Context: an optimization exercise on an open-source flow, tuned for small area, a short achievable clock period and few clock cycles per item. The choices shown serve that exercise and are no tape-out recipe. Function was checked by simulation only, so behaviour that the tests miss may differ from the original. Power is estimated from default activity; no workload was simulated.

==> flow/design.v, too long to show whole: its modules and the start of the top module <==
// module accumulator_multiplier: 2354 lines
module accumulator_multiplier
(
    input logic clock, reset,
    input logic [31:0] multiplicand, multiplier,
    output logic [63:0] out,
    output logic done
);
  // ...
==> flow/flow/run.sh <==
#!/bin/bash
# Own layout flow: the standard flow (standard.sh) with two changes.
# 1. Yosys's generic "abc -fast" pre-mapping inside synth is skipped (synth -noabc).
#    It scrambles the full-adder structure of the multiplier tree, so extract_fa then
#    maps the adders with an inverter on nearly every pin. The final ABC mapping and
#    the register set are the standard synthesis's.
# 2. The port buffers are buf_1 cells instead of the slow clkdlybuf4s50_1 that
#    buffer_ports picks by default; every port still gets its buffer.
set -euo pipefail
cd "$(dirname "$0")/.."
sed '1s/-noshare/-noshare -noabc/' synth_recipe.tcl > flow_synth.tcl
sed 's#/synth_recipe\.tcl#/flow_synth.tcl#g' standard.sh > flow_standard.sh
grep -q flow_synth.tcl flow_standard.sh
EXTRA=(BUFFER_PORTS_ARGS="-buffer_cell sky130_fd_sc_hd__buf_1")
bash flow_standard.sh "${EXTRA[@]}" synth > flow_synth.log 2>&1
bash flow_standard.sh "${EXTRA[@]}" finish > flow_layout.log 2>&1
test -s out/final.def
==> flow/standard.sh <==
#!/bin/bash
# synth_recipe.tcl (not shown) runs the flow's synth.tcl, then flattens the netlist and writes it again
# the make line also repeats each setting of config.mk as NAME=value (left out here)
make -C /OpenROAD-flow-scripts/flow DESIGN_CONFIG=/design/flow/config.mk WORK_HOME=/design/flow/orfs CLKGATE_MAP_FILE= SYNTH_SCRIPT=/design/flow/synth_recipe.tcl "${@:-finish}"
==> flow/config.mk <==
export PLATFORM = sky130hd
export DESIGN_NAME = accumulator_multiplier
export DESIGN_NICKNAME = accumulator_multiplier
export VERILOG_FILES = /design/flow/design.v
export SDC_FILE = /design/flow/constraint.sdc
export NUM_CORES = 4
export LEC_CHECK = 0
export ABC_AREA = 1
export CAP_MARGIN = 20
export CORE_MARGIN = 2
export CORE_UTILIZATION = 55
export CTS_BUF_LIST = sky130_fd_sc_hd__clkbuf_4 sky130_fd_sc_hd__clkbuf_8
export SETUP_SLACK_MARGIN = 1.0
export SLEW_MARGIN = 20
==> flow/constraint.sdc <==
create_clock -name core_clock -period 6.0 [get_ports {clock}]
set_input_delay 1.2000 -clock core_clock [delete_from_list [all_inputs] [get_ports {clock}]]
set_output_delay 1.2000 -clock core_clock [all_outputs]
set_load 0.01 [all_outputs]
==> impl_metrics.prom, run 1 <==
# TYPE chip_impl_metric gauge
chip_impl_info{name="synth_top_family_by_area",value="adder cells"} 1
chip_impl_metric{name="cells_on_worst_hold_path",unit=""} 3
chip_impl_metric{name="drt_drc_violations_left",unit=""} 0
chip_impl_metric{name="core_area",unit="µm²"} 45200
chip_impl_metric{name="finalSetupViolations",unit=""} 0
chip_impl_metric{name="vias_per_cell",unit=""} 6.54
chip_impl_metric{name="wl_per_cell",unit="µm"} 27.8
chip_impl_metric{name="critical_path_peak_fanout",unit=""} 23
chip_impl_metric{name="final_min_period_over_clock_period",unit=""} 0.827
chip_impl_metric{name="clock_buffers",unit=""} 19
chip_impl_info{name="run_status",value="timing/DRC/antenna clean"} 1
chip_impl_info{name="timing.hold.worst_endpoint",value="r_pp_0_0"} 1
chip_impl_metric{name="synthDistinctLibCells",unit=""} 32
chip_impl_metric{name="p_per_area",unit="nW/µm²"} 586
chip_impl_metric{name="power_switching",unit="µW"} 7870
chip_impl_metric{name="dp.cells",unit=""} 3106
chip_impl_metric{name="post_synth_xor_area_fraction",unit=""} 0.192
chip_impl_info{name="top_power_group",value="combinational cells"} 1
chip_impl_info{name="synth.largest_area_cell",value="sky130_fd_sc_hd__fa_1"} 1
chip_impl_metric{name="globalRouteMet3Util",unit=""} 0.115
chip_impl_metric{name="period_needed",unit="ps"} 4960
chip_impl_metric{name="data_arrival_time_at_the_worst_slack_endpoint",unit="ps"} 5420
chip_impl_metric{name="worst-path-stages",unit=""} 12
chip_impl_metric{name="nNonClkBuffers",unit=""} 280
chip_impl_metric{name="area_share_nonclk_buffers",unit=""} 0.0708
chip_impl_info{name="top_layer_used",value="met5"} 1
chip_impl_metric{name="leakagePower",unit="µW"} 0.0116
chip_impl_metric{name="fin_nets",unit=""} 3216
Testbench counts, summed over its fixed seeds: cycles 4,800, items 2,400.
==> run 2: changes to the inputs <==
--- a/flow/design.v
+++ b/flow/design.v
@@ -8,120 +8,142 @@
 logic r_neg_0;
 logic r_pp_0_0;
 logic r_pp_0_1;
 logic r_s1;
 logic r_s363;
 logic r_s603;
 logic r_s767;
 logic r_s887;
-logic r_s959;
-logic r_c960;
-logic r_s961;
-logic r_c962;
-logic r_s963;
-logic r_c964;
-logic r_s965;
-logic r_c966;
-logic r_s967;
-logic r_c968;
-logic r_s969;
-logic r_c970;
-logic r_s971;
-logic r_c972;
-logic r_s973;
-logic r_c974;
-logic r_s975;
-logic r_c976;
-logic r_s977;
-logic r_c978;
-logic r_s979;
-logic r_c980;
-logic r_s981;
-logic r_c982;
-logic r_s983;
-logic r_c984;
-logic r_s985;
-logic r_c986;
-logic r_s987;
-logic r_c988;
-logic r_s989;
-logic r_c990;
-logic r_s991;
-logic r_c992;
-logic r_s993;
-logic r_c994;
-logic r_s995;
-logic r_c996;
-logic r_s997;
-logic r_c998;
-logic r_s999;
-logic r_c1000;
-logic r_s1001;
-logic r_c1002;
-logic r_s1003;
-logic r_c1004;
-logic r_s1005;
-logic r_c1006;
-logic r_s1007;
-logic r_c1008;
-logic r_s1009;
-logic r_c1010;
-logic r_s1011;
-logic r_c1012;
-logic r_s1013;
-logic r_c1014;
-logic r_s1015;
-logic r_c1016;
-logic r_s1017;
-logic r_c1018;
-logic r_s1019;
-logic r_c1020;
-logic r_s1021;
-logic r_c1022;
-logic r_s1023;
-logic r_c1024;
-logic r_s1025;
-logic r_c1026;
-logic r_s1027;
-logic r_c1028;
-logic r_s1029;
-logic r_c1030;
-logic r_s1031;
-logic r_c1032;
-logic r_s1033;
-logic r_c1034;
-logic r_s1035;
-logic r_c1036;
-logic r_s1037;
-logic r_c1038;
-logic r_s1039;
-logic r_c1040;
-logic r_s1041;
-logic r_c1042;
-logic r_s1043;
-logic r_c1044;
-logic r_s1045;
-logic r_c1046;
+logic r_c888;
+logic r_c366;
+logic r_s367;
+logic r_c368;
+logic r_s369;
+logic r_s371;
+logic r_s605;
+logic r_c606;
+logic r_s607;
+logic r_c608;
+logic r_s609;
+logic r_c610;
+logic r_s611;
+logic r_c612;
+logic r_s769;
+logic r_c770;
+logic r_s771;
+logic r_c772;
+logic r_s773;
+logic r_c774;
+logic r_s775;
+logic r_c776;
+logic r_s777;
+logic r_c778;
+logic r_s779;
+logic r_s889;
+logic r_c780;
+logic r_c890;
+logic r_s891;
+logic r_c892;
+logic r_s893;
+logic r_c894;
+logic r_s895;
+logic r_c896;
+logic r_s897;
+logic r_c898;
+logic r_s899;
+logic r_c900;
+logic r_s901;
+logic r_c902;
+logic r_s903;
+logic r_c904;
+logic r_s905;
+logic r_c906;
+logic r_s907;
+logic r_c800;
+logic r_c908;
+logic r_s909;
+logic r_s805;
+logic r_c910;
+logic r_s911;
+logic r_s809;
+logic r_c912;
+logic r_s913;
+logic r_s813;
+logic r_c914;
+logic r_s915;
+logic r_s819;
+logic r_c916;
+logic r_s917;
+logic r_s821;
+logic r_c918;
+logic r_s919;
+logic r_s827;
+logic r_c920;
+logic r_s921;
+logic r_s831;
+logic r_c922;
+logic r_s923;
+logic r_s835;
+logic r_c924;
+logic r_s925;
+logic r_s839;
+logic r_c926;
+logic r_s927;
+logic r_s841;
+logic r_c928;
+logic r_s929;
+logic r_s847;
+logic r_c930;
+logic r_s931;
+logic r_c848;
+logic r_c932;
+logic r_s933;
+logic r_s853;
+logic r_c934;
+logic r_s935;
+logic r_c936;
+logic r_s937;
+logic r_c856;
+logic r_c938;
+logic r_s939;
+logic r_c940;
+logic r_s941;
+logic r_s861;
+logic r_c942;
+logic r_s943;
+logic r_c944;
+logic r_s945;
+logic r_s865;
+logic r_c946;
+logic r_s947;
+logic r_c948;
+logic r_c868;
+logic r_s869;
+logic r_c870;
+logic r_s871;
 logic r_s949;
-logic r_s1047;
-logic r_c1048;
+logic r_c950;
+logic r_c874;
+logic r_s875;
 logic r_s951;
-logic r_s1049;
-logic r_c1050;
+logic r_c952;
+logic r_c878;
+logic r_s879;
 logic r_s953;
-logic r_s1051;
-logic r_c1052;
+logic r_c954;
+logic r_c758;
+logic r_s759;
 logic r_s881;
 logic r_s955;
-logic r_s883;
 logic r_c956;
+logic r_s883;
 logic r_s957;
-logic r_s765;
 logic r_c958;
+logic r_s765;
 logic r_s885;
 logic r_s601;
 logic r_c886;
 wire one_0 = multiplier[0] ^ 1'b0;
 wire two_0 = (multiplier[1] & ~multiplier[0] & ~1'b0) | (~multiplier[1] & multiplier[0] & 1'b0);
 wire neg_0 = multiplier[1];
 wire pp_0_0 = ((one_0 & multiplicand[0])) ^ neg_0;
 wire pp_0_1 = ((one_0 & multiplicand[1]) | (two_0 & multiplicand[0])) ^ neg_0;
@@ -1697,229 +1719,251 @@
 wire s951 = s753 ^ s877 ^ c876;
 wire c952 = (s753 & s877) | (s753 & c876) | (s877 & c876);
 wire s953 = c756 ^ s757 ^ c880;
 wire c954 = (c756 & s757) | (c756 & c880) | (s757 & c880);
 wire s955 = c762 ^ s763 ^ c882;
 wire c956 = (c762 & s763) | (c762 & c882) | (s763 & c882);
 wire s957 = c598 ^ s599 ^ c884;
 wire c958 = (c598 & s599) | (c598 & c884) | (s599 & c884);
-wire s959 = c366 ^ s367 ^ c888;
-wire c960 = (c366 & s367) | (c366 & c888) | (s367 & c888);
-wire s961 = c368 ^ s369;
-wire c962 = c368 & s369;
-wire s963 = s371 ^ s605;
-wire c964 = s371 & s605;
-wire s965 = c606 ^ s607;
-wire c966 = c606 & s607;
-wire s967 = c608 ^ s609;
-wire c968 = c608 & s609;
-wire s969 = c610 ^ s611;
-wire c970 = c610 & s611;
-wire s971 = c612 ^ s769;
-wire c972 = c612 & s769;
-wire s973 = c770 ^ s771;
-wire c974 = c770 & s771;
-wire s975 = c772 ^ s773;
-wire c976 = c772 & s773;
-wire s977 = c774 ^ s775;
-wire c978 = c774 & s775;
-wire s979 = c776 ^ s777;
-wire c980 = c776 & s777;
-wire s981 = c778 ^ s779;
-wire c982 = c778 & s779;
-wire s983 = c780 ^ s889;
-wire c984 = c780 & s889;
-wire s985 = c890 ^ s891;
-wire c986 = c890 & s891;
-wire s987 = c892 ^ s893;
-wire c988 = c892 & s893;
-wire s989 = c894 ^ s895;
-wire c990 = c894 & s895;
-wire s991 = c896 ^ s897;
-wire c992 = c896 & s897;
-wire s993 = c898 ^ s899;
-wire c994 = c898 & s899;
-wire s995 = c900 ^ s901;
-wire c996 = c900 & s901;
-wire s997 = c902 ^ s903;
-wire c998 = c902 & s903;
-wire s999 = c904 ^ s905;
-wire c1000 = c904 & s905;
-wire s1001 = c800 ^ s907 ^ c906;
-wire c1002 = (c800 & s907) | (c800 & c906) | (s907 & c906);
-wire s1003 = s805 ^ c908 ^ s909;
-wire c1004 = (s805 & c908) | (s805 & s909) | (c908 & s909);
-wire s1005 = s809 ^ c910 ^ s911;
-wire c1006 = (s809 & c910) | (s809 & s911) | (c910 & s911);
-wire s1007 = s813 ^ c912 ^ s913;
-wire c1008 = (s813 & c912) | (s813 & s913) | (c912 & s913);
-wire s1009 = s819 ^ c914 ^ s915;
-wire c1010 = (s819 & c914) | (s819 & s915) | (c914 & s915);
-wire s1011 = s821 ^ c916 ^ s917;
-wire c1012 = (s821 & c916) | (s821 & s917) | (c916 & s917);
-wire s1013 = s827 ^ c918 ^ s919;
-wire c1014 = (s827 & c918) | (s827 & s919) | (c918 & s919);
-wire s1015 = s831 ^ c920 ^ s921;
-wire c1016 = (s831 & c920) | (s831 & s921) | (c920 & s921);
-wire s1017 = s835 ^ c922 ^ s923;
-wire c1018 = (s835 & c922) | (s835 & s923) | (c922 & s923);
-wire s1019 = s839 ^ c924 ^ s925;
-wire c1020 = (s839 & c924) | (s839 & s925) | (c924 & s925);
-wire s1021 = s841 ^ c926 ^ s927;
-wire c1022 = (s841 & c926) | (s841 & s927) | (c926 & s927);
-wire s1023 = s847 ^ c928 ^ s929;
-wire c1024 = (s847 & c928) | (s847 & s929) | (c928 & s929);
-wire s1025 = c848 ^ c930 ^ s931;
-wire c1026 = (c848 & c930) | (c848 & s931) | (c930 & s931);
-wire s1027 = s853 ^ c932 ^ s933;
-wire c1028 = (s853 & c932) | (s853 & s933) | (c932 & s933);
-wire s1029 = c934 ^ s935;
-wire c1030 = c934 & s935;
-wire s1031 = c856 ^ s937 ^ c936;
-wire c1032 = (c856 & s937) | (c856 & c936) | (s937 & c936);
-wire s1033 = c938 ^ s939;
-wire c1034 = c938 & s939;
-wire s1035 = s861 ^ c940 ^ s941;
-wire c1036 = (s861 & c940) | (s861 & s941) | (c940 & s941);
-wire s1037 = c942 ^ s943;
-wire c1038 = c942 & s943;
-wire s1039 = s865 ^ c944 ^ s945;
-wire c1040 = (s865 & c944) | (s865 & s945) | (c944 & s945);
-wire s1041 = c946 ^ s947;
-wire c1042 = c946 & s947;
-wire s1043 = c868 ^ s869 ^ c948;
-wire c1044 = (c868 & s869) | (c868 & c948) | (s869 & c948);
-wire s1045 = c870 ^ s871;
-wire c1046 = c870 & s871;
-wire s1047 = c874 ^ s875 ^ c950;
-wire c1048 = (c874 & s875) | (c874 & c950) | (s875 & c950);
-wire s1049 = c878 ^ s879 ^ c952;
-wire c1050 = (c878 & s879) | (c878 & c952) | (s879 & c952);
-wire s1051 = c758 ^ s759 ^ c954;
-wire c1052 = (c758 & s759) | (c758 & c954) | (s759 & c954);
+wire s959 = r_c888 ^ r_c366 ^ r_s367;
+wire c960 = (r_c888 & r_c366) | (r_c888 & r_s367) | (r_c366 & r_s367);
+wire s961 = r_c368 ^ r_s369;
+wire c962 = r_c368 & r_s369;
+wire s963 = r_s371 ^ r_s605;
+wire c964 = r_s371 & r_s605;
+wire s965 = r_c606 ^ r_s607;
+wire c966 = r_c606 & r_s607;
+wire s967 = r_c608 ^ r_s609;
+wire c968 = r_c608 & r_s609;
+wire s969 = r_c610 ^ r_s611;
+wire c970 = r_c610 & r_s611;
+wire s971 = r_c612 ^ r_s769;
+wire c972 = r_c612 & r_s769;
+wire s973 = r_c770 ^ r_s771;
+wire c974 = r_c770 & r_s771;
+wire s975 = r_c772 ^ r_s773;
+wire c976 = r_c772 & r_s773;
+wire s977 = r_c774 ^ r_s775;
+wire c978 = r_c774 & r_s775;
+wire s979 = r_c776 ^ r_s777;
+wire c980 = r_c776 & r_s777;
+wire s981 = r_c778 ^ r_s779;
+wire c982 = r_c778 & r_s779;
+wire s983 = r_s889 ^ r_c780;
+wire c984 = r_s889 & r_c780;
+wire s985 = r_c890 ^ r_s891;
+wire c986 = r_c890 & r_s891;
+wire s987 = r_c892 ^ r_s893;
+wire c988 = r_c892 & r_s893;
+wire s989 = r_c894 ^ r_s895;
+wire c990 = r_c894 & r_s895;
+wire s991 = r_c896 ^ r_s897;
+wire c992 = r_c896 & r_s897;
+wire s993 = r_c898 ^ r_s899;
+wire c994 = r_c898 & r_s899;
+wire s995 = r_c900 ^ r_s901;
+wire c996 = r_c900 & r_s901;
+wire s997 = r_c902 ^ r_s903;
+wire c998 = r_c902 & r_s903;
+wire s999 = r_c904 ^ r_s905;
+wire c1000 = r_c904 & r_s905;
+wire s1001 = r_c906 ^ r_s907 ^ r_c800;
+wire c1002 = (r_c906 & r_s907) | (r_c906 & r_c800) | (r_s907 & r_c800);
+wire s1003 = r_c908 ^ r_s909 ^ r_s805;
+wire c1004 = (r_c908 & r_s909) | (r_c908 & r_s805) | (r_s909 & r_s805);
+wire s1005 = r_c910 ^ r_s911 ^ r_s809;
+wire c1006 = (r_c910 & r_s911) | (r_c910 & r_s809) | (r_s911 & r_s809);
+wire s1007 = r_c912 ^ r_s913 ^ r_s813;
+wire c1008 = (r_c912 & r_s913) | (r_c912 & r_s813) | (r_s913 & r_s813);
+wire s1009 = r_c914 ^ r_s915 ^ r_s819;
+wire c1010 = (r_c914 & r_s915) | (r_c914 & r_s819) | (r_s915 & r_s819);
+wire s1011 = r_c916 ^ r_s917 ^ r_s821;
+wire c1012 = (r_c916 & r_s917) | (r_c916 & r_s821) | (r_s917 & r_s821);
+wire s1013 = r_c918 ^ r_s919 ^ r_s827;
+wire c1014 = (r_c918 & r_s919) | (r_c918 & r_s827) | (r_s919 & r_s827);
+wire s1015 = r_c920 ^ r_s921 ^ r_s831;
+wire c1016 = (r_c920 & r_s921) | (r_c920 & r_s831) | (r_s921 & r_s831);
+wire s1017 = r_c922 ^ r_s923 ^ r_s835;
+wire c1018 = (r_c922 & r_s923) | (r_c922 & r_s835) | (r_s923 & r_s835);
+wire s1019 = r_c924 ^ r_s925 ^ r_s839;
+wire c1020 = (r_c924 & r_s925) | (r_c924 & r_s839) | (r_s925 & r_s839);
+wire s1021 = r_c926 ^ r_s927 ^ r_s841;
+wire c1022 = (r_c926 & r_s927) | (r_c926 & r_s841) | (r_s927 & r_s841);
+wire s1023 = r_c928 ^ r_s929 ^ r_s847;
+wire c1024 = (r_c928 & r_s929) | (r_c928 & r_s847) | (r_s929 & r_s847);
+wire s1025 = r_c930 ^ r_s931 ^ r_c848;
+wire c1026 = (r_c930 & r_s931) | (r_c930 & r_c848) | (r_s931 & r_c848);
+wire s1027 = r_c932 ^ r_s933 ^ r_s853;
+wire c1028 = (r_c932 & r_s933) | (r_c932 & r_s853) | (r_s933 & r_s853);
+wire s1029 = r_c934 ^ r_s935;
+wire c1030 = r_c934 & r_s935;
+wire s1031 = r_c936 ^ r_s937 ^ r_c856;
+wire c1032 = (r_c936 & r_s937) | (r_c936 & r_c856) | (r_s937 & r_c856);
+wire s1033 = r_c938 ^ r_s939;
+wire c1034 = r_c938 & r_s939;
+wire s1035 = r_c940 ^ r_s941 ^ r_s861;
+wire c1036 = (r_c940 & r_s941) | (r_c940 & r_s861) | (r_s941 & r_s861);
+wire s1037 = r_c942 ^ r_s943;
+wire c1038 = r_c942 & r_s943;
+wire s1039 = r_c944 ^ r_s945 ^ r_s865;
+wire c1040 = (r_c944 & r_s945) | (r_c944 & r_s865) | (r_s945 & r_s865);
+wire s1041 = r_c946 ^ r_s947;
+wire c1042 = r_c946 & r_s947;
+wire s1043 = r_c948 ^ r_c868 ^ r_s869;
+wire c1044 = (r_c948 & r_c868) | (r_c948 & r_s869) | (r_c868 & r_s869);
+wire s1045 = r_c870 ^ r_s871;
+wire c1046 = r_c870 & r_s871;
+wire s1047 = r_c950 ^ r_c874 ^ r_s875;
+wire c1048 = (r_c950 & r_c874) | (r_c950 & r_s875) | (r_c874 & r_s875);
+wire s1049 = r_c952 ^ r_c878 ^ r_s879;
+wire c1050 = (r_c952 & r_c878) | (r_c952 & r_s879) | (r_c878 & r_s879);
+wire s1051 = r_c954 ^ r_c758 ^ r_s759;
+wire c1052 = (r_c954 & r_c758) | (r_c954 & r_s759) | (r_c758 & r_s759);
 always_ff @(posedge clock) begin
     r_neg_0 <= neg_0;
     r_pp_0_0 <= pp_0_0;
     r_pp_0_1 <= pp_0_1;
     r_s1 <= s1;
     r_s363 <= s363;
     r_s603 <= s603;
     r_s767 <= s767;
     r_s887 <= s887;
-    r_s959 <= s959;
-    r_c960 <= c960;
-    r_s961 <= s961;
-    r_c962 <= c962;
-    r_s963 <= s963;
-    r_c964 <= c964;
-    r_s965 <= s965;
-    r_c966 <= c966;
-    r_s967 <= s967;
-    r_c968 <= c968;
-    r_s969 <= s969;
-    r_c970 <= c970;
-    r_s971 <= s971;
-    r_c972 <= c972;
-    r_s973 <= s973;
-    r_c974 <= c974;
-    r_s975 <= s975;
-    r_c976 <= c976;
-    r_s977 <= s977;
-    r_c978 <= c978;
-    r_s979 <= s979;
-    r_c980 <= c980;
-    r_s981 <= s981;
-    r_c982 <= c982;
-    r_s983 <= s983;
-    r_c984 <= c984;
-    r_s985 <= s985;
-    r_c986 <= c986;
-    r_s987 <= s987;
-    r_c988 <= c988;
-    r_s989 <= s989;
-    r_c990 <= c990;
-    r_s991 <= s991;
-    r_c992 <= c992;
-    r_s993 <= s993;
-    r_c994 <= c994;
-    r_s995 <= s995;
-    r_c996 <= c996;
-    r_s997 <= s997;
-    r_c998 <= c998;
-    r_s999 <= s999;
-    r_c1000 <= c1000;
-    r_s1001 <= s1001;
-    r_c1002 <= c1002;
-    r_s1003 <= s1003;
-    r_c1004 <= c1004;
-    r_s1005 <= s1005;
-    r_c1006 <= c1006;
-    r_s1007 <= s1007;
-    r_c1008 <= c1008;
-    r_s1009 <= s1009;
-    r_c1010 <= c1010;
-    r_s1011 <= s1011;
-    r_c1012 <= c1012;
-    r_s1013 <= s1013;
-    r_c1014 <= c1014;
-    r_s1015 <= s1015;
-    r_c1016 <= c1016;
-    r_s1017 <= s1017;
-    r_c1018 <= c1018;
-    r_s1019 <= s1019;
-    r_c1020 <= c1020;
-    r_s1021 <= s1021;
-    r_c1022 <= c1022;
-    r_s1023 <= s1023;
-    r_c1024 <= c1024;
-    r_s1025 <= s1025;
-    r_c1026 <= c1026;
-    r_s1027 <= s1027;
-    r_c1028 <= c1028;
-    r_s1029 <= s1029;
-    r_c1030 <= c1030;
-    r_s1031 <= s1031;
-    r_c1032 <= c1032;
-    r_s1033 <= s1033;
-    r_c1034 <= c1034;
-    r_s1035 <= s1035;
-    r_c1036 <= c1036;
-    r_s1037 <= s1037;
-    r_c1038 <= c1038;
-    r_s1039 <= s1039;
-    r_c1040 <= c1040;
-    r_s1041 <= s1041;
-    r_c1042 <= c1042;
-    r_s1043 <= s1043;
-    r_c1044 <= c1044;
-    r_s1045 <= s1045;
-    r_c1046 <= c1046;
+    r_c888 <= c888;
+    r_c366 <= c366;
+    r_s367 <= s367;
+    r_c368 <= c368;
+    r_s369 <= s369;
+    r_s371 <= s371;
+    r_s605 <= s605;
+    r_c606 <= c606;
+    r_s607 <= s607;
+    r_c608 <= c608;
+    r_s609 <= s609;
+    r_c610 <= c610;
+    r_s611 <= s611;
+    r_c612 <= c612;
+    r_s769 <= s769;
+    r_c770 <= c770;
+    r_s771 <= s771;
+    r_c772 <= c772;
+    r_s773 <= s773;
+    r_c774 <= c774;
+    r_s775 <= s775;
+    r_c776 <= c776;
+    r_s777 <= s777;
+    r_c778 <= c778;
+    r_s779 <= s779;
+    r_s889 <= s889;
+    r_c780 <= c780;
+    r_c890 <= c890;
+    r_s891 <= s891;
+    r_c892 <= c892;
+    r_s893 <= s893;
+    r_c894 <= c894;
+    r_s895 <= s895;
+    r_c896 <= c896;
+    r_s897 <= s897;
+    r_c898 <= c898;
+    r_s899 <= s899;
+    r_c900 <= c900;
+    r_s901 <= s901;
+    r_c902 <= c902;
+    r_s903 <= s903;
+    r_c904 <= c904;
+    r_s905 <= s905;
+    r_c906 <= c906;
+    r_s907 <= s907;
+    r_c800 <= c800;
+    r_c908 <= c908;
+    r_s909 <= s909;
+    r_s805 <= s805;
+    r_c910 <= c910;
+    r_s911 <= s911;
+    r_s809 <= s809;
+    r_c912 <= c912;
+    r_s913 <= s913;
+    r_s813 <= s813;
+    r_c914 <= c914;
+    r_s915 <= s915;
+    r_s819 <= s819;
+    r_c916 <= c916;
+    r_s917 <= s917;
+    r_s821 <= s821;
+    r_c918 <= c918;
+    r_s919 <= s919;
+    r_s827 <= s827;
+    r_c920 <= c920;
+    r_s921 <= s921;
+    r_s831 <= s831;
+    r_c922 <= c922;
+    r_s923 <= s923;
+    r_s835 <= s835;
+    r_c924 <= c924;
+    r_s925 <= s925;
+    r_s839 <= s839;
+    r_c926 <= c926;
+    r_s927 <= s927;
+    r_s841 <= s841;
+    r_c928 <= c928;
+    r_s929 <= s929;
+    r_s847 <= s847;
+    r_c930 <= c930;
+    r_s931 <= s931;
+    r_c848 <= c848;
+    r_c932 <= c932;
+    r_s933 <= s933;
+    r_s853 <= s853;
+    r_c934 <= c934;
+    r_s935 <= s935;
+    r_c936 <= c936;
+    r_s937 <= s937;
+    r_c856 <= c856;
+    r_c938 <= c938;
+    r_s939 <= s939;
+    r_c940 <= c940;
+    r_s941 <= s941;
+    r_s861 <= s861;
+    r_c942 <= c942;
+    r_s943 <= s943;
+    r_c944 <= c944;
+    r_s945 <= s945;
+    r_s865 <= s865;
+    r_c946 <= c946;
+    r_s947 <= s947;
+    r_c948 <= c948;
+    r_c868 <= c868;
+    r_s869 <= s869;
+    r_c870 <= c870;
+    r_s871 <= s871;
     r_s949 <= s949;
-    r_s1047 <= s1047;
-    r_c1048 <= c1048;
+    r_c950 <= c950;
+    r_c874 <= c874;
+    r_s875 <= s875;
     r_s951 <= s951;
-    r_s1049 <= s1049;
-    r_c1050 <= c1050;
+    r_c952 <= c952;
+    r_c878 <= c878;
+    r_s879 <= s879;
     r_s953 <= s953;
-    r_s1051 <= s1051;
-    r_c1052 <= c1052;
+    r_c954 <= c954;
+    r_c758 <= c758;
+    r_s759 <= s759;
     r_s881 <= s881;
     r_s955 <= s955;
-    r_s883 <= s883;
     r_c956 <= c956;
+    r_s883 <= s883;
     r_s957 <= s957;
-    r_s765 <= s765;
     r_c958 <= c958;
+    r_s765 <= s765;
     r_s885 <= s885;
     r_s601 <= s601;
     r_c886 <= c886;
 end
-wire [63:0] row_x = {r_s601, r_s885, r_s765, r_s957, r_s883, r_s955, r_c1052, r_s1051, r_c1050, r_s1049, r_c1048, r_s1047, r_c1046, r_c1044, r_c1042, r_c1040, r_c1038, r_c1036, r_c1034, r_c1032, r_c1030, r_c1028, r_c1026, r_c1024, r_c1022, r_c1020, r_c1018, r_c1016, r_c1014, r_c1012, r_c1010, r_c1008, r_c1006, r_c1004, r_c1002, r_c1000, r_c998, r_c996, r_c994, r_c992, r_c990, r_c988, r_c986, r_c984, r_c982, r_c980, r_c978, r_c976, r_c974, r_c972, r_c970, r_c968, r_c966, r_c964, r_c962, r_c960, r_s959, r_s887, r_s767, r_s603, r_s363, r_s1, r_pp_0_1, r_neg_0};
-wire [63:0] row_y = {r_c886, 1'b0, r_c958, 1'b0, r_c956, 1'b0, r_s881, 1'b0, r_s953, 1'b0, r_s951, 1'b0, r_s949, r_s1045, r_s1043, r_s1041, r_s1039, r_s1037, r_s1035, r_s1033, r_s1031, r_s1029, r_s1027, r_s1025, r_s1023, r_s1021, r_s1019, r_s1017, r_s1015, r_s1013, r_s1011, r_s1009, r_s1007, r_s1005, r_s1003, r_s1001, r_s999, r_s997, r_s995, r_s993, r_s991, r_s989, r_s987, r_s985, r_s983, r_s981, r_s979, r_s977, r_s975, r_s973, r_s971, r_s969, r_s967, r_s965, r_s963, r_s961, 1'b0, 1'b0, 1'b0, 1'b0, 1'b0, 1'b0, 1'b0, r_pp_0_0};
+wire [63:0] row_x = {r_s601, r_s885, r_c958, r_s957, r_c956, r_s955, c1052, s1051, c1050, s1049, c1048, s1047, c1046, c1044, c1042, c1040, c1038, c1036, c1034, c1032, c1030, c1028, c1026, c1024, c1022, c1020, c1018, c1016, c1014, c1012, c1010, c1008, c1006, c1004, c1002, c1000, c998, c996, c994, c992, c990, c988, c986, c984, c982, c980, c978, c976, c974, c972, c970, c968, c966, c964, c962, c960, s959, r_s887, r_s767, r_s603, r_s363, r_s1, r_pp_0_1, r_neg_0};
+wire [63:0] row_y = {r_c886, 1'b0, r_s765, 1'b0, r_s883, 1'b0, r_s881, 1'b0, r_s953, 1'b0, r_s951, 1'b0, r_s949, s1045, s1043, s1041, s1039, s1037, s1035, s1033, s1031, s1029, s1027, s1025, s1023, s1021, s1019, s1017, s1015, s1013, s1011, s1009, s1007, s1005, s1003, s1001, s999, s997, s995, s993, s991, s989, s987, s985, s983, s981, s979, s977, s975, s973, s971, s969, s967, s965, s963, s961, 1'b0, 1'b0, 1'b0, 1'b0, 1'b0, 1'b0, 1'b0, r_pp_0_0};
 wire cpa_g0 = row_x[0] & row_y[0];
 wire cpa_p0 = row_x[0] ^ row_y[0];
 wire cpa_g1 = row_x[1] & row_y[1];
 wire cpa_p1 = row_x[1] ^ row_y[1];
 wire cpa_g2 = row_x[2] & row_y[2];
 wire cpa_p2 = row_x[2] ^ row_y[2];
 wire cpa_g3 = row_x[3] & row_y[3];
 wire cpa_p3 = row_x[3] ^ row_y[3];
==> flow/config.mk (replaced) <==
export PLATFORM = sky130hd
export DESIGN_NAME = accumulator_multiplier
export DESIGN_NICKNAME = accumulator_multiplier
export VERILOG_FILES = /design/flow/design.v
export SDC_FILE = /design/flow/constraint.sdc
export NUM_CORES = 4
export LEC_CHECK = 0
export ABC_AREA = 1
export CAP_MARGIN = 20
export CORE_MARGIN = 2
export CORE_UTILIZATION = 40
export SETUP_SLACK_MARGIN = 1.0
export SLEW_MARGIN = 20
==> run 2 against run 1 <==
  * Global-route usage is 12 points lower
  * Clock power is 22% higher
  * Core utilization is 16 points lower
  * Worst hold slack worse by 120 ps
  * Highest routed layer unchanged
==> impl_metrics.prom, run 2 <==
# TYPE chip_impl_metric gauge
chip_impl_metric{name="final_area",unit="µm²"} 27400
chip_impl_metric{name="synth_sequential_area_ratio",unit=""} 0.107
chip_impl_metric{name="p_per_area",unit="nW/µm²"} 597
chip_impl_metric{name="fin_tns_setup",unit="ps"} 0
chip_impl_metric{name="gp_routability_congestion",unit=""} 1.05
chip_impl_metric{name="drt_drc_violations_left",unit=""} 0
chip_impl_info{name="ctsRootBufferMaster",value="sky130_fd_sc_hd__clkbuf_16"} 1
chip_impl_info{name="clock_tree_from_tritoncts",value="built"} 1
chip_impl_metric{name="grt_pass1_wl",unit="µm"} 129000
chip_impl_metric{name="final_min_period_over_clock_period",unit=""} 0.816
chip_impl_metric{name="starting_density",unit=""} 0.405
chip_impl_info{name="most_common_cell_type_on_the_critical_path",value="sky130_fd_sc_hd__fa_1"} 1
chip_impl_metric{name="place.port_buffers",unit=""} 130
chip_impl_metric{name="clock_tree.buffer_depth",unit=""} 2
chip_impl_info{name="hp-start",value="multiplier[1]"} 1
chip_impl_metric{name="drive_above_1_share",unit=""} 0.0887
chip_impl_metric{name="clk_transition_reported_paths",unit="ps"} 60
chip_impl_info{name="critPathLaunch",value="multiplier[25]"} 1
chip_impl_metric{name="flow.area_growth_from_synthesis",unit="%"} 7.28
chip_impl_metric{name="placement_rows",unit=""} 92
chip_impl_metric{name="ir_worst_vdd",unit="µV"} 279
chip_impl_metric{name="preCtsSetupSlack",unit="ps"} 650
chip_impl_metric{name="drt_pass1_iterations",unit=""} 7
chip_impl_info{name="synth.largest_area_cell",value="sky130_fd_sc_hd__fa_1"} 1
chip_impl_metric{name="grt_overflow",unit=""} 0
chip_impl_metric{name="floorplan.die_area",unit="µm²"} 65900
chip_impl_metric{name="antenna_found_initial",unit=""} 2
chip_impl_metric{name="leakagePower",unit="µW"} 0.0117
chip_impl_metric{name="setup_ws",unit="ps"} 1110
chip_impl_metric{name="power.combinational.fraction",unit=""} 0.816
chip_impl_metric{name="swShare",unit=""} 0.516
chip_impl_metric{name="die_x",unit="µm"} 257
chip_impl_info{name="cp-start-kind",value="input pin"} 1
chip_impl_metric{name="synth.avg_cell_area",unit="µm²"} 9.88
chip_impl_metric{name="finalSetupViolations",unit=""} 0
chip_impl_metric{name="routed_wl",unit="µm"} 84900
chip_impl_info{name="run_status",value="timing/DRC/antenna clean"} 1
chip_impl_metric{name="drt_iter0_drc",unit=""} 2577
chip_impl_metric{name="synth-edff-count",unit=""} 0
chip_impl_metric{name="ys_ff_latch",unit=""} 137
chip_impl_metric{name="core_area",unit="µm²"} 63100
chip_impl_info{name="layout.cells.most_common",value="sky130_fd_sc_hd__xor2_1"} 1
chip_impl_metric{name="crit_path_max_incr_delay",unit="ps"} 660
chip_impl_metric{name="power_switching",unit="µW"} 8440
chip_impl_metric{name="period_needed",unit="ps"} 4890
chip_impl_metric{name="timing_hold_violations_final",unit=""} 0
chip_impl_info{name="hold_path.class",value="input pin to flop"} 1
chip_impl_metric{name="cts-htree-levels",unit=""} 4
chip_impl_metric{name="critical_path_peak_fanout",unit=""} 18
chip_impl_metric{name="cts_made_buffers",unit=""} 17
chip_impl_metric{name="transition_time_at_the_pin_with_the_least_slew_margin",unit="ps"} 1010
chip_impl_metric{name="async_flop_share",unit=""} 0
chip_impl_metric{name="detailedPlacementHpwl",unit="µm"} 61800
chip_impl_metric{name="fin_nets",unit=""} 3211
chip_impl_info{name="worst-setup-path-type",value="input pin to flop"} 1
chip_impl_metric{name="power_frac_clock",unit=""} 0.070
chip_impl_metric{name="wl_per_cell",unit="µm"} 25.0
chip_impl_metric{name="grt_pass1_vias",unit=""} 21300
chip_impl_metric{name="syn-instance-count",unit=""} 2585
chip_impl_info{name="synth-main-ff-cell",value="sky130_fd_sc_hd__dfxtp_1"} 1
chip_impl_metric{name="die_height",unit="µm"} 257
chip_impl_metric{name="post_synth_instance_area",unit="µm²"} 25500
chip_impl_metric{name="fin_hold_ws",unit="ps"} 853
chip_impl_metric{name="slew-limit-headroom",unit=""} 0.325
chip_impl_metric{name="yosysWarnings",unit=""} 1
chip_impl_metric{name="report.power.total",unit="µW"} 16400
chip_impl_metric{name="seq_power_share",unit=""} 0.114
chip_impl_metric{name="slew_violations",unit=""} 0
chip_impl_metric{name="vias",unit=""} 20500
chip_impl_info{name="end_kind",value="flop"} 1
chip_impl_metric{name="placed_cell_area",unit="µm²"} 26700
chip_impl_metric{name="vias_per_cell",unit=""} 6.03
chip_impl_info{name="post-synth-top-count-cell",value="sky130_fd_sc_hd__xor2_1"} 1
chip_impl_metric{name="clock.fmax",unit="MHz"} 204
chip_impl_info{name="critPathSlowestCell",value="sky130_fd_sc_hd__o21ai_2"} 1
chip_impl_metric{name="cts.sink_count",unit=""} 137
chip_impl_metric{name="internal_cell_power",unit="µW"} 7920
chip_impl_metric{name="ioPinCount",unit=""} 131
chip_impl_metric{name="required",unit="ps"} 6370
chip_impl_metric{name="grt_start_max_net_pins",unit=""} 49
chip_impl_metric{name="yosysTopAreaCellShare",unit=""} 0.390
chip_impl_metric{name="holdBufCountCts",unit=""} 0
chip_impl_metric{name="cap_violations",unit=""} 0
chip_impl_info{name="layout.cells.most_common_list",value="546 x sky130_fd_sc_hd__xor2_1, 496 x sky130_fd_sc_hd__o22ai_1, 495 x sky130_fd_sc_hd__fa_1"} 1
chip_impl_metric{name="mappedNetlistNets",unit=""} 3260
chip_impl_info{name="setup_repair_after_global_routing_missed_its_margin",value="true"} 1
chip_impl_info{name="synth.area.top_cells",value="sky130_fd_sc_hd__fa_1 39%, sky130_fd_sc_hd__xor2_1 19%, sky130_fd_sc_hd__o22ai_1 12%"} 1
chip_impl_metric{name="detail-route-antenna-nets",unit=""} 0
chip_impl_info{name="post_synth_most_frequent_cells",value="546 x sky130_fd_sc_hd__xor2_1, 497 x sky130_fd_sc_hd__fa_1, 496 x sky130_fd_sc_hd__o22ai_1"} 1
chip_impl_metric{name="synthDistinctLibCells",unit=""} 34
chip_impl_info{name="worstPathCellList",value="clkbuf_2 -> inv_1 -> o21ai_2 -> buf_4 -> o22ai_1 -> xor2_1 -> fa_1 -> fa_1 -> fa_1 -> fa_1 -> fa_1"} 1
chip_impl_metric{name="filler_cell_count",unit=""} 6126
chip_impl_metric{name="grtUsageTotal",unit=""} 0.259
chip_impl_metric{name="data_arrival_time_at_the_worst_slack_endpoint",unit="ps"} 5270
## run 2: worst max-delay path, delay by kind of cell
kind / cells / cell delay (ps)
xor gates and xnor gates: 1 / 190
buffers and inverters: 3 / 660
adders and majority gates: 5 / 2420
AOI/OAI and AO/OA: 2 / 780
## run 2: cell families after synthesis
group           count (synthesis)  share of synthesized area
fa+ha+maj                     609                      0.444
compound gates                561                      0.137
flops                         137                      0.107
xor+xnor                      549                      0.188
buf+inv                       493                     0.0833
simple gates                  236                     0.0398
## run 2: per-layer routing
metal | GRT usage | vias up | routed length (µm)
met2 | 0.395 | 1407 | 38300
met5 | 0 | - | 13
met1 | 0.345 | 10300 | 33200
met3 | 0.0692 | 268 | 9750
met4 | 0.113 | 2 | 3730
li1 | - | 8448 | -
## run 2: path summary, 6_finish.rpt
path | slack, ps | end | depth (start not counted)
hold / removal | 850 | r_neg_0 | 1
setup / recovery | 1110 | r_s935 | 11
## run 2: power groups by stage
stage | registers (µW) | clock network [µW] | logic [µW]
floorplan | 1820 | 0 | 10700
global placement | 1870 | 0 | 13100
CTS | 1860 | 1180 | 13500
detailed placement | 1880 | 0 | 13400
finish | 1860 | 1150 | 13400
global route | 1910 | 1220 | 15200
## run 2: area by class of cell
cell class	count	area, µm²	area share
multi-input cells	1955	20800	0.759
repair buffers	256	1560	0.0569
clock inverters	14	189	0.00689
well taps	846	1060	0.0386
clock buffers	17	425	0.0155
inverters	169	634	0.0232
flip-flops and latches	137	2740	0.100
diodes	1	2.50	0.0000913
## run 2: through the flow
step            util  std cells
2_1_floorplan      -       2585
3_3_place_gp   0.424       3362
3_5_place_dp   0.424       3362
4_1_cts        0.433       3393
5_1_grt        0.434       3395
6_report       0.434       3395
## run 2: repair_timing
action	4_1_cts	5_1_grt
pin swaps	0	2
resized for setup	3	11
setup buffers	0	1
endpoints found under the setup margin	5	6
Testbench counts of run 2, summed over its fixed seeds: cycles 4,800, items 2,400.
==> run 3: changes to the inputs <==
--- a/flow/config.mk
+++ b/flow/config.mk
@@ -9,5 +9,5 @@
 export CAP_MARGIN = 20
 export CORE_MARGIN = 2
 export CORE_UTILIZATION = 40
-export SETUP_SLACK_MARGIN = 1.0
+export SETUP_SLACK_MARGIN = 1.2
 export SLEW_MARGIN = 20
==> run 3 against run 2 <==
  * Via count fell by 0.24%
  * Die area did not move
  * Sequential cell count is the same
  * Final area increased by 0.79%
  * Count of clock-buffer cells in the layout unchanged
  * Worst hold slack improved by 0.73 ps
  * Wire length fell by 0.16%
  * Area after synthesis unchanged
==> impl_metrics.prom, run 3 <==
# TYPE chip_impl_metric gauge
chip_impl_info{name="run_status",value="timing/DRC/antenna clean"} 1
chip_impl_info{name="synth-main-ff-cell",value="sky130_fd_sc_hd__dfxtp_1"} 1
chip_impl_metric{name="leakagePower",unit="µW"} 0.0117
chip_impl_metric{name="starting_density",unit=""} 0.405
chip_impl_metric{name="synth-edff-count",unit=""} 0
chip_impl_metric{name="drt_drc_violations_left",unit=""} 0
chip_impl_metric{name="period_needed",unit="ps"} 4760
chip_impl_metric{name="ir_worst_vdd",unit="µV"} 278
chip_impl_metric{name="ioPinCount",unit=""} 131
chip_impl_metric{name="grt_pass1_wl",unit="µm"} 130000
chip_impl_metric{name="grt_start_max_net_pins",unit=""} 49
chip_impl_info{name="synth.area.top_cells",value="sky130_fd_sc_hd__fa_1 39%, sky130_fd_sc_hd__xor2_1 19%, sky130_fd_sc_hd__o22ai_1 12%"} 1
chip_impl_metric{name="grt_overflow",unit=""} 0
chip_impl_metric{name="drt_iter0_drc",unit=""} 2715
chip_impl_metric{name="finalCoreUtilization",unit=""} 0.438
chip_impl_metric{name="fin_nets",unit=""} 3215
chip_impl_info{name="worstPathCellList",value="buf_2 -> inv_1 -> o21ai_2 -> buf_4 -> o22ai_1 -> xor2_1 -> fa_1 -> fa_1 -> fa_1 -> fa_1 -> fa_1"} 1
chip_impl_info{name="layout.cells.most_common_list",value="546 x sky130_fd_sc_hd__xor2_1, 496 x sky130_fd_sc_hd__o22ai_1, 492 x sky130_fd_sc_hd__fa_1"} 1
chip_impl_metric{name="core_area",unit="µm²"} 63100
chip_impl_metric{name="cts.sink_count",unit=""} 137
chip_impl_metric{name="flow.area_growth_from_synthesis",unit="%"} 8.13
chip_impl_metric{name="finalSetupViolations",unit=""} 0
chip_impl_metric{name="critical_path_peak_fanout",unit=""} 15
chip_impl_info{name="post_synth_most_frequent_cells",value="546 x sky130_fd_sc_hd__xor2_1, 497 x sky130_fd_sc_hd__fa_1, 496 x sky130_fd_sc_hd__o22ai_1"} 1
chip_impl_metric{name="placement_rows",unit=""} 92
chip_impl_metric{name="timing_hold_violations_final",unit=""} 0
chip_impl_metric{name="die_height",unit="µm"} 257
chip_impl_info{name="layout.cells.most_common",value="sky130_fd_sc_hd__xor2_1"} 1
chip_impl_metric{name="required",unit="ps"} 6400
chip_impl_metric{name="detail-route-antenna-nets",unit=""} 0
chip_impl_metric{name="fin_tns_setup",unit="ps"} 0
chip_impl_metric{name="floorplan.die_area",unit="µm²"} 65900
chip_impl_metric{name="die_x",unit="µm"} 257
chip_impl_metric{name="synth_sequential_area_ratio",unit=""} 0.107
chip_impl_metric{name="drive_above_1_share",unit=""} 0.101
chip_impl_metric{name="clock_tree.buffer_depth",unit=""} 2
chip_impl_metric{name="grt_pass1_vias",unit=""} 21400
chip_impl_info{name="clock_tree_from_tritoncts",value="built"} 1
chip_impl_metric{name="clock.fmax",unit="MHz"} 210
chip_impl_metric{name="gp_routability_congestion",unit=""} 1.05
chip_impl_info{name="ctsRootBufferMaster",value="sky130_fd_sc_hd__clkbuf_16"} 1
chip_impl_info{name="cp-start-kind",value="input pin"} 1
chip_impl_metric{name="wl_per_cell",unit="µm"} 25.0
chip_impl_metric{name="syn-instance-count",unit=""} 2585
chip_impl_metric{name="clk_transition_reported_paths",unit="ps"} 60
chip_impl_metric{name="ys_ff_latch",unit=""} 137
chip_impl_info{name="hold_path.class",value="input pin to flop"} 1
chip_impl_metric{name="cts_made_buffers",unit=""} 17
chip_impl_metric{name="slew_violations",unit=""} 0
chip_impl_info{name="synth.largest_area_cell",value="sky130_fd_sc_hd__fa_1"} 1
chip_impl_metric{name="data_arrival_time_at_the_worst_slack_endpoint",unit="ps"} 5160
chip_impl_metric{name="final_min_period_over_clock_period",unit=""} 0.794
chip_impl_metric{name="async_flop_share",unit=""} 0
chip_impl_info{name="post-synth-top-count-cell",value="sky130_fd_sc_hd__xor2_1"} 1
chip_impl_metric{name="crit_path_max_incr_delay",unit="ps"} 690
chip_impl_metric{name="yosysTopAreaCellShare",unit=""} 0.390
chip_impl_info{name="end_kind",value="flop"} 1
chip_impl_metric{name="mappedNetlistNets",unit=""} 3260
chip_impl_metric{name="grtUsageTotal",unit=""} 0.259
chip_impl_info{name="most_common_cell_type_on_the_critical_path",value="sky130_fd_sc_hd__fa_1"} 1
chip_impl_metric{name="antenna_found_initial",unit=""} 1
chip_impl_metric{name="synth.avg_cell_area",unit="µm²"} 9.88
chip_impl_metric{name="slew-limit-headroom",unit=""} 0.344
chip_impl_metric{name="vias_per_cell",unit=""} 6.01
chip_impl_metric{name="yosysWarnings",unit=""} 1
chip_impl_metric{name="cts-htree-levels",unit=""} 4
chip_impl_metric{name="synthDistinctLibCells",unit=""} 34
chip_impl_metric{name="cap_violations",unit=""} 0
chip_impl_metric{name="transition_time_at_the_pin_with_the_least_slew_margin",unit="ps"} 984
chip_impl_metric{name="routed_wl",unit="µm"} 84800
chip_impl_metric{name="detailedPlacementHpwl",unit="µm"} 61800
chip_impl_info{name="setup_repair_after_global_routing_missed_its_margin",value="true"} 1
chip_impl_metric{name="filler_cell_count",unit=""} 6125
chip_impl_metric{name="vias",unit=""} 20400
chip_impl_metric{name="drt_pass1_iterations",unit=""} 7
chip_impl_metric{name="post_synth_instance_area",unit="µm²"} 25500
chip_impl_metric{name="place.port_buffers",unit=""} 130
chip_impl_metric{name="holdBufCountCts",unit=""} 0
chip_impl_info{name="worst-setup-path-type",value="input pin to flop"} 1
chip_impl_info{name="critPathSlowestCell",value="sky130_fd_sc_hd__fa_1"} 1
chip_impl_metric{name="p_per_area",unit="nW/µm²"} 607
run 3: per-layer routing:
layer | GRT usage | wire (µm)
met3 | 0.0687 | 9910
met2 | 0.396 | 38300
met5 | 0 | 0
met4 | 0.115 | 3910
met1 | 0.345 | 32700
run 3: stage by stage:
step / cell area [µm²] / worst slack (ps) / hold WS (ps) / power, µW / instances
floorplan: 25500 / 1260 / 1230 / 12500 / 2585
global placement: 26700 / 725 / 1350 / 14900 / 3362
detailed placement: 26700 / 650 / 1350 / 15200 / 3362
CTS: 27500 / 1210 / 818 / 16800 / 3395
global route: 27600 / 1160 / 836 / 18700 / 3399
finish: 27600 / 1240 / 854 / 16800 / 3399
run 3: logic make-up after synthesis:
family / count (synthesis) / synth area share
DFF: 137 / 0.107
and+or+nand+nor: 236 / 0.0398
buffers and inverters: 493 / 0.0833
AOI/OAI and AO/OA: 561 / 0.137
adders and majority gates: 609 / 0.444
xor gates and xnor gates: 549 / 0.188
run 3: report_power, final:
group / internal [µW] / switching [µW]
Clock: 660 / 488
Combinational: 5840 / 7920
Sequential: 1640 / 221
Total: 8140 / 8630
run 3: path summary, 6_finish.rpt:
check                 cells after the start  endpoint  slack [ps]            from
worst max-delay path                     11    r_s915        1240  multiplier[11]
worst min-delay path                      1   r_neg_0         850   multiplier[1]
run 3: layout make-up:
cell class	instances	area (µm²)	share of cell area
diodes	1	2.50	0.0000906
clock buffers	17	425	0.0154
clock inverters	14	189	0.00684
inverters	169	634	0.0230
multi-input cells	1955	20900	0.758
flip-flops and latches	137	2750	0.0994
well taps	846	1060	0.0383
repair buffers	260	1620	0.0585
run 3: repair_timing:
item,CTS,global route
gates resized for setup,21,42
pin swaps,5,12
setup endpoints to repair,25,43
setup buffers,2,3
run 3: worst max-delay path, delay by kind of cell:
| family | cells | cell delay [ps] |
|---|---|---|
| fa+ha+maj | 5 | 2580 |
| buf+inv | 3 | 800 |
| compound gates | 2 | 330 |
| xor+xnor | 1 | 220 |
==> run 4: changes to the inputs <==
--- a/flow/config.mk
+++ b/flow/config.mk
@@ -9,5 +9,5 @@
 export CAP_MARGIN = 20
 export CORE_MARGIN = 2
 export CORE_UTILIZATION = 40
-export SETUP_SLACK_MARGIN = 1.2
+export SETUP_SLACK_MARGIN = 1.4
 export SLEW_MARGIN = 20
==> run 4 against run 3 <==
  * Wire length rose by 6.5%
  * First-iteration DRC count fell by 1.6%
  * Largest power group unchanged
  * Sequential power about the same
  * Count of clock-buffer cells in the layout grew 1
  * Final area rose by 3.9%
  * Critical path type unchanged
  * Global-route usage increased by 1.3 points
  * Via count grew 3.0%
  * Total power grew 5.0%
  * Worst hold slack improved by 190 ps
  * Core utilization up 1.7 points
  * Non-clock buffer count is 21 higher
  * Combinational power rose by 7%
  * Highest routed layer is now met5
==> impl_metrics.prom, run 4 <==
# TYPE chip_impl_metric gauge
chip_impl_metric{name="grt_start_max_net_pins",unit=""} 65
chip_impl_metric{name="vias",unit=""} 21000
chip_impl_metric{name="syn-instance-count",unit=""} 2585
chip_impl_metric{name="async_flop_share",unit=""} 0
chip_impl_metric{name="core_area",unit="µm²"} 63100
chip_impl_metric{name="post_synth_instance_area",unit="µm²"} 25500
chip_impl_metric{name="report.power.total",unit="µW"} 17600
chip_impl_metric{name="synthDistinctLibCells",unit=""} 34
chip_impl_metric{name="finalCoreUtilization",unit=""} 0.455
chip_impl_metric{name="detailedPlacementHpwl",unit="µm"} 62500
chip_impl_info{name="layout.cells.most_common_list",value="540 x sky130_fd_sc_hd__xor2_1, 481 x sky130_fd_sc_hd__o22ai_1, 456 x sky130_fd_sc_hd__fa_1"} 1
chip_impl_metric{name="flow.area_growth_from_synthesis",unit="%"} 12.3
chip_impl_info{name="synth.largest_area_cell",value="sky130_fd_sc_hd__fa_1"} 1
chip_impl_metric{name="p_per_area",unit="nW/µm²"} 614
chip_impl_metric{name="yosysTopAreaCellShare",unit=""} 0.390
chip_impl_metric{name="detail-route-antenna-nets",unit=""} 0
chip_impl_metric{name="clock_tree.buffer_depth",unit=""} 2
chip_impl_info{name="synth-main-ff-cell",value="sky130_fd_sc_hd__dfxtp_1"} 1
chip_impl_metric{name="place.port_buffers",unit=""} 130
chip_impl_metric{name="synth_sequential_area_ratio",unit=""} 0.107
chip_impl_info{name="setup_repair_after_global_routing_missed_its_margin",value="true"} 1
chip_impl_metric{name="drt_iter0_drc",unit=""} 2672
chip_impl_metric{name="finalSetupViolations",unit=""} 0
chip_impl_metric{name="antenna_found_initial",unit=""} 2
chip_impl_metric{name="slew_violations",unit=""} 0
chip_impl_metric{name="drt_drc_violations_left",unit=""} 0
chip_impl_metric{name="cap_violations",unit=""} 0
chip_impl_metric{name="vias_per_cell",unit=""} 6.14
chip_impl_metric{name="grt_pass1_vias",unit=""} 22100
chip_impl_metric{name="final_area",unit="µm²"} 28700
chip_impl_metric{name="die_height",unit="µm"} 257
chip_impl_metric{name="slew-limit-headroom",unit=""} 0.408
chip_impl_metric{name="data_arrival_time_at_the_worst_slack_endpoint",unit="ps"} 4970
chip_impl_info{name="worst-setup-path-type",value="input pin to flop"} 1
chip_impl_info{name="critPathLaunch",value="multiplier[1]"} 1
chip_impl_info{name="run_status",value="timing/DRC/antenna clean"} 1
chip_impl_info{name="clock_tree_from_tritoncts",value="built"} 1
chip_impl_metric{name="ys_ff_latch",unit=""} 137
chip_impl_metric{name="clock.fmax",unit="MHz"} 217
chip_impl_metric{name="yosysWarnings",unit=""} 1
chip_impl_info{name="post-synth-top-count-cell",value="sky130_fd_sc_hd__xor2_1"} 1
chip_impl_metric{name="final_min_period_over_clock_period",unit=""} 0.768
chip_impl_metric{name="routed_wl",unit="µm"} 90300
chip_impl_metric{name="synth-edff-count",unit=""} 0
chip_impl_metric{name="grtUsageTotal",unit=""} 0.272
chip_impl_info{name="post_synth_most_frequent_cells",value="546 x sky130_fd_sc_hd__xor2_1, 497 x sky130_fd_sc_hd__fa_1, 496 x sky130_fd_sc_hd__o22ai_1"} 1
chip_impl_metric{name="cts-htree-levels",unit=""} 4
chip_impl_metric{name="die_x",unit="µm"} 257
chip_impl_metric{name="clk_transition_reported_paths",unit="ps"} 60
chip_impl_metric{name="fin_tns_setup",unit="ps"} 0
chip_impl_info{name="layout.cells.most_common",value="sky130_fd_sc_hd__xor2_1"} 1
chip_impl_info{name="hold_path.class",value="input pin to flop"} 1
chip_impl_info{name="synth.area.top_cells",value="sky130_fd_sc_hd__fa_1 39%, sky130_fd_sc_hd__xor2_1 19%, sky130_fd_sc_hd__o22ai_1 12%"} 1
chip_impl_metric{name="grt_pass1_wl",unit="µm"} 136000
chip_impl_metric{name="critical_path_peak_fanout",unit=""} 15
chip_impl_metric{name="floorplan.die_area",unit="µm²"} 65900
chip_impl_metric{name="fin_nets",unit=""} 3239
chip_impl_metric{name="drt_pass1_iterations",unit=""} 6
chip_impl_metric{name="starting_density",unit=""} 0.405
chip_impl_metric{name="synth.avg_cell_area",unit="µm²"} 9.88
chip_impl_metric{name="cells_on_worst_hold_path",unit=""} 3
chip_impl_metric{name="period_needed",unit="ps"} 4610
chip_impl_metric{name="timing_hold_violations_final",unit=""} 0
chip_impl_metric{name="gp_routability_congestion",unit=""} 0.922
chip_impl_info{name="ctsRootBufferMaster",value="sky130_fd_sc_hd__clkbuf_16"} 1
chip_impl_metric{name="drive_above_1_share",unit=""} 0.155
chip_impl_metric{name="placement_rows",unit=""} 92
chip_impl_info{name="end_kind",value="flop"} 1
chip_impl_metric{name="mappedNetlistNets",unit=""} 3260
chip_impl_metric{name="transition_time_at_the_pin_with_the_least_slew_margin",unit="ps"} 886
chip_impl_metric{name="ioPinCount",unit=""} 131
chip_impl_metric{name="ir_worst_vdd",unit="µV"} 802
chip_impl_metric{name="leakagePower",unit="µW"} 0.0120
chip_impl_metric{name="placed_cell_area",unit="µm²"} 26600
chip_impl_info{name="cp-start-kind",value="input pin"} 1
chip_impl_metric{name="required",unit="ps"} 6360
chip_impl_metric{name="cts_made_buffers",unit=""} 17
chip_impl_metric{name="grt_overflow",unit=""} 0
chip_impl_info{name="crit_path_end",value="r_s921"} 1
chip_impl_metric{name="wl_per_cell",unit="µm"} 26.4
chip_impl_metric{name="fin_hold_ws",unit="ps"} 1050
chip_impl_metric{name="cts.sink_count",unit=""} 137
## run 4: changes by cell type in the layout (fill, tap and decap cells not counted), moves of 9 or more
cell                         delta
sky130_fd_sc_hd__ha_1           -9
sky130_fd_sc_hd__nand2_1       -12
sky130_fd_sc_hd__fa_1          -36
sky130_fd_sc_hd__buf_1         -18
sky130_fd_sc_hd__fa_2          +36
sky130_fd_sc_hd__o22ai_2       +15
sky130_fd_sc_hd__clkinvlp_4     +9
sky130_fd_sc_hd__buf_2         +14
sky130_fd_sc_hd__o22ai_1       -15
sky130_fd_sc_hd__buf_12        +17
sky130_fd_sc_hd__buf_6         +14
## run 4: timing repair
item	CTS	global route
gates resized for setup	87	152
hold buffers	0	0
gates cloned	3	4
buffers inserted	12	30
pin swaps	12	47
endpoints found under the setup margin	94	91
## run 4: per-layer routing
layer,share of wire,wire length [µm],track usage,vias to the layer above
met2,0.44,39700,0.414,1642
li1,-,-,-,8498
met4,0.066,5950,0.158,2
met5,0.00012,11,0,-
met3,0.13,11700,0.0871,384
met1,0.36,33000,0.341,10500
## run 4: through the flow
| step | setup WS [ps] | std cells |
|---|---|---|
| after detailed placement | 460 | 3342 |
| after global placement | 466 | 3342 |
| after global routing | 1220 | 3424 |
| after floorplan | 1380 | 2585 |
| final | 1390 | 3425 |
| after CTS | 1260 | 3389 |
## run 4: area by class of cell
| type | count | area [µm²] |
|---|---|---|
| diodes | 2 | 5.00 |
| fillers | 6009 | 34400 |
| clock inverters | 14 | 174 |
| repair inverters | 2 | 15.0 |
| inverters | 169 | 659 |
| multi-input cells | 1956 | 21400 |
| repair buffers | 281 | 2170 |
| flip-flops and latches | 137 | 2740 |
| clock buffers | 18 | 429 |
| well taps | 846 | 1060 |
## run 4: cells by family (layout without fill, tap and decap cells)
logic type | after synthesis | count (layout) | synth area share
buffers and inverters | 493 | 484 | 0.0833
and+or+nand+nor | 236 | 236 | 0.0398
xor gates and xnor gates | 549 | 549 | 0.188
AOI/OAI and AO/OA | 561 | 562 | 0.137
DFF | 137 | 137 | 0.107
other | 0 | 2 | 0
adders and majority gates | 609 | 609 | 0.444
## run 4: worst min-delay path by stage
stage             startpoint  endpoint
3_3_place_gp   multiplier[0]  r_pp_0_0
4_1_cts        multiplier[0]  r_pp_0_0
2_1_floorplan  multiplier[1]   r_neg_0
5_1_grt        multiplier[0]  r_pp_0_0
6_report       multiplier[0]  r_pp_0_0
3_5_place_dp   multiplier[0]  r_pp_0_0
## run 4: worst max-delay path: stages
cell and delay, ps:
sky130_fd_sc_hd__buf_2 170, sky130_fd_sc_hd__buf_8 170, sky130_fd_sc_hd__nor2_1 80, sky130_fd_sc_hd__nor2_2 190
sky130_fd_sc_hd__clkinvlp_4 160, sky130_fd_sc_hd__buf_12 170, sky130_fd_sc_hd__o22ai_2 180, sky130_fd_sc_hd__xor2_2 250
sky130_fd_sc_hd__fa_2 530, sky130_fd_sc_hd__fa_1 520, sky130_fd_sc_hd__fa_1 420, sky130_fd_sc_hd__fa_1 450
sky130_fd_sc_hd__fa_1 470
## run 4: power breakdown
group	internal (µW)	total, µW	switching [µW]
clock network	652	1100	451
registers	1640	1860	222
logic	6570	14700	8080
total	8870	17600	8750
==> run 5: changes to the inputs <==
--- a/flow/config.mk
+++ b/flow/config.mk
@@ -9,5 +9,5 @@
 export CAP_MARGIN = 20
 export CORE_MARGIN = 2
 export CORE_UTILIZATION = 40
-export SETUP_SLACK_MARGIN = 1.4
+export SETUP_SLACK_MARGIN = 1.3
 export SLEW_MARGIN = 20
==> run 5 against run 4 <==
  * Cell count down 0.35%
  * Combinational power down 3%
  * Sequential cell count unchanged
  * Maximum frequency down 2.5%
  * Worst hold slack worse by 93 ps
  * Highest routed layer unchanged
  * Worst setup slack worse by 120 ps
  * Wire length down 3.8%
==> impl_metrics.prom, run 5 <==
# TYPE chip_impl_metric gauge
chip_impl_metric{name="transition_time_at_the_pin_with_the_least_slew_margin",unit="ps"} 980
chip_impl_info{name="synth.area.top_cells",value="sky130_fd_sc_hd__fa_1 39%, sky130_fd_sc_hd__xor2_1 19%, sky130_fd_sc_hd__o22ai_1 12%"} 1
chip_impl_info{name="gr-max-usage-layer",value="met2"} 1
chip_impl_metric{name="antenna_found_initial",unit=""} 1
chip_impl_metric{name="mappedNetlistNets",unit=""} 3260
chip_impl_metric{name="period_needed",unit="ps"} 4730
chip_impl_metric{name="ys_ff_latch",unit=""} 137
chip_impl_metric{name="final_min_period_over_clock_period",unit=""} 0.788
chip_impl_metric{name="grt_overflow",unit=""} 0
chip_impl_metric{name="starting_density",unit=""} 0.405
chip_impl_metric{name="die_height",unit="µm"} 257
chip_impl_metric{name="filler_cell_count",unit=""} 6033
chip_impl_metric{name="multi_input_area",unit="µm²"} 21100
chip_impl_metric{name="clock.fmax",unit="MHz"} 212
chip_impl_metric{name="gp_routability_congestion",unit=""} 1.02
chip_impl_info{name="layout.cells.most_common",value="sky130_fd_sc_hd__xor2_1"} 1
chip_impl_metric{name="final-seq-area",unit="µm²"} 2750
chip_impl_info{name="run_status",value="timing/DRC/antenna clean"} 1
chip_impl_metric{name="drive_above_1_share",unit=""} 0.123
chip_impl_info{name="cp-start-kind",value="flop"} 1
chip_impl_metric{name="yosysTopAreaCellShare",unit=""} 0.390
chip_impl_info{name="post_synth_most_frequent_cells",value="546 x sky130_fd_sc_hd__xor2_1, 497 x sky130_fd_sc_hd__fa_1, 496 x sky130_fd_sc_hd__o22ai_1"} 1
chip_impl_metric{name="core_area",unit="µm²"} 63100
chip_impl_metric{name="preCtsSetupSlack",unit="ps"} 547
chip_impl_metric{name="required",unit="ps"} 4800
chip_impl_metric{name="cap_violations",unit=""} 0
chip_impl_metric{name="leakagePower",unit="µW"} 0.0119
chip_impl_info{name="crit_family",value="adder cells"} 1
chip_impl_info{name="synth-main-ff-cell",value="sky130_fd_sc_hd__dfxtp_1"} 1
chip_impl_metric{name="die_x",unit="µm"} 257
chip_impl_metric{name="drt_iter0_drc",unit=""} 2588
chip_impl_metric{name="syn-instance-count",unit=""} 2585
chip_impl_metric{name="clk_transition_reported_paths",unit="ps"} 80
chip_impl_info{name="layout.cells.most_common_list",value="542 x sky130_fd_sc_hd__xor2_1, 493 x sky130_fd_sc_hd__o22ai_1, 487 x sky130_fd_sc_hd__fa_1"} 1
-- run 5: cell counts after synthesis --
Identical to the previous run, type by type.
-- run 5: what timing repair did --
item	in CTS	in global routing
gates resized for setup	68	64
setup endpoints to repair	76	74
setup buffers	5	18
hold endpoints to repair	0	0
pin swaps	14	22
gates cloned	0	1
-- run 5: power by group --
part	switching [µW]	internal, µW	leakage [µW]	total [µW]
sequential	233	1640	0.00116	1870
combinational	8050	6230	0.0105	14300
clock	491	659	0.000295	1150
total	8770	8530	0.0119	17300
-- run 5: kinds of logic (layout without fill, tap and decap cells) --
| kind of cell | after synthesis | count (layout) | share of synthesized area |
|---|---|---|---|
| AO/OA/AOI/OAI | 561 | 561 | 0.137 |
| XOR/XNOR | 549 | 549 | 0.188 |
| adder cells (fa/ha/maj) | 609 | 609 | 0.444 |
| buffers and inverters | 493 | 475 | 0.0833 |
| flip-flops | 137 | 137 | 0.107 |
| AND/OR/NAND/NOR | 236 | 236 | 0.0398 |
-- run 5: area by class of cell --
cell class / instances / area share
Clock buffer: 17 / 0.0152
Clock inverter: 14 / 0.00660
Inverter: 169 / 0.0227
Multi-Input combinational cell: 1955 / 0.753
Sequential cell: 137 / 0.0979
Tap cell: 846 / 0.0377
Timing Repair Buffer: 275 / 0.0671
-- run 5: path summary, 6_finish.rpt --
kind                           from        to  slack [ps]  cells past startpoint
worst max-delay path         r_s913   out[63]        1270                     19
worst min-delay path  multiplier[0]  r_pp_0_0         960                      3
-- run 5: metrics by stage --
step / cells / util / area, µm²
2_1_floorplan: 2585 / - / 25500
3_3_place_gp: 3357 / 0.424 / 26700
3_5_place_dp: 3358 / 0.424 / 26700
4_1_cts: 3394 / 0.438 / 27600
5_1_grt: 3413 / 0.445 / 28100
6_report: 3413 / 0.445 / 28100
-- run 5: per-layer routing --
metal | wire length (µm) | vias to the layer above
met5 | 16 | -
met4 | 4510 | 2
met3 | 9930 | 307
met2 | 38900 | 1394
met1 | 33600 | 10400
li1 | - | 8482

## static timing again, ports no longer ideal
In the flow no input, the clock included, has a driving cell. The finished layouts below were timed again as built, in two steps.
Step 1 sets driving cells, clkbuf_16 on the clock port and buf_2 on the other inputs (assumed; they add their load-dependent delay and slew).
Step 2, shift: input delay + t, output delay - t, t = (earliest + latest rising clock arrival at the registers) / 2. This alone moves slack from input paths to output paths.
a / b / c = ideal / step 1 / step 2; a / b = the first two.
run | shift t [ns] | setup slack, ns | worst setup path at the end | worst register clock-pin slew, ns
run 1 | 0.633 | 1.039 / 1.028 / 0.395 | input to register | 0.09 / 0.09
run 2 | 0.562 | 1.106 / 1.100 / 0.577 | input to register | 0.09 / 0.09
run 3 | 0.554 | 1.236 / 1.254 / 0.699 | input to register | 0.09 / 0.09
run 4 | 0.557 | 1.395 / 1.336 / 0.878 | input to register | 0.07 / 0.07
run 5 | 0.552 | 1.275 / 1.217 / 0.818 | input to register | 0.08 / 0.08
After both steps setup and hold are still met in every run listed. For run 1, which loses most, drivers alone change the setup slack by -0.011 ns; drivers and shift together by -0.644 ns.
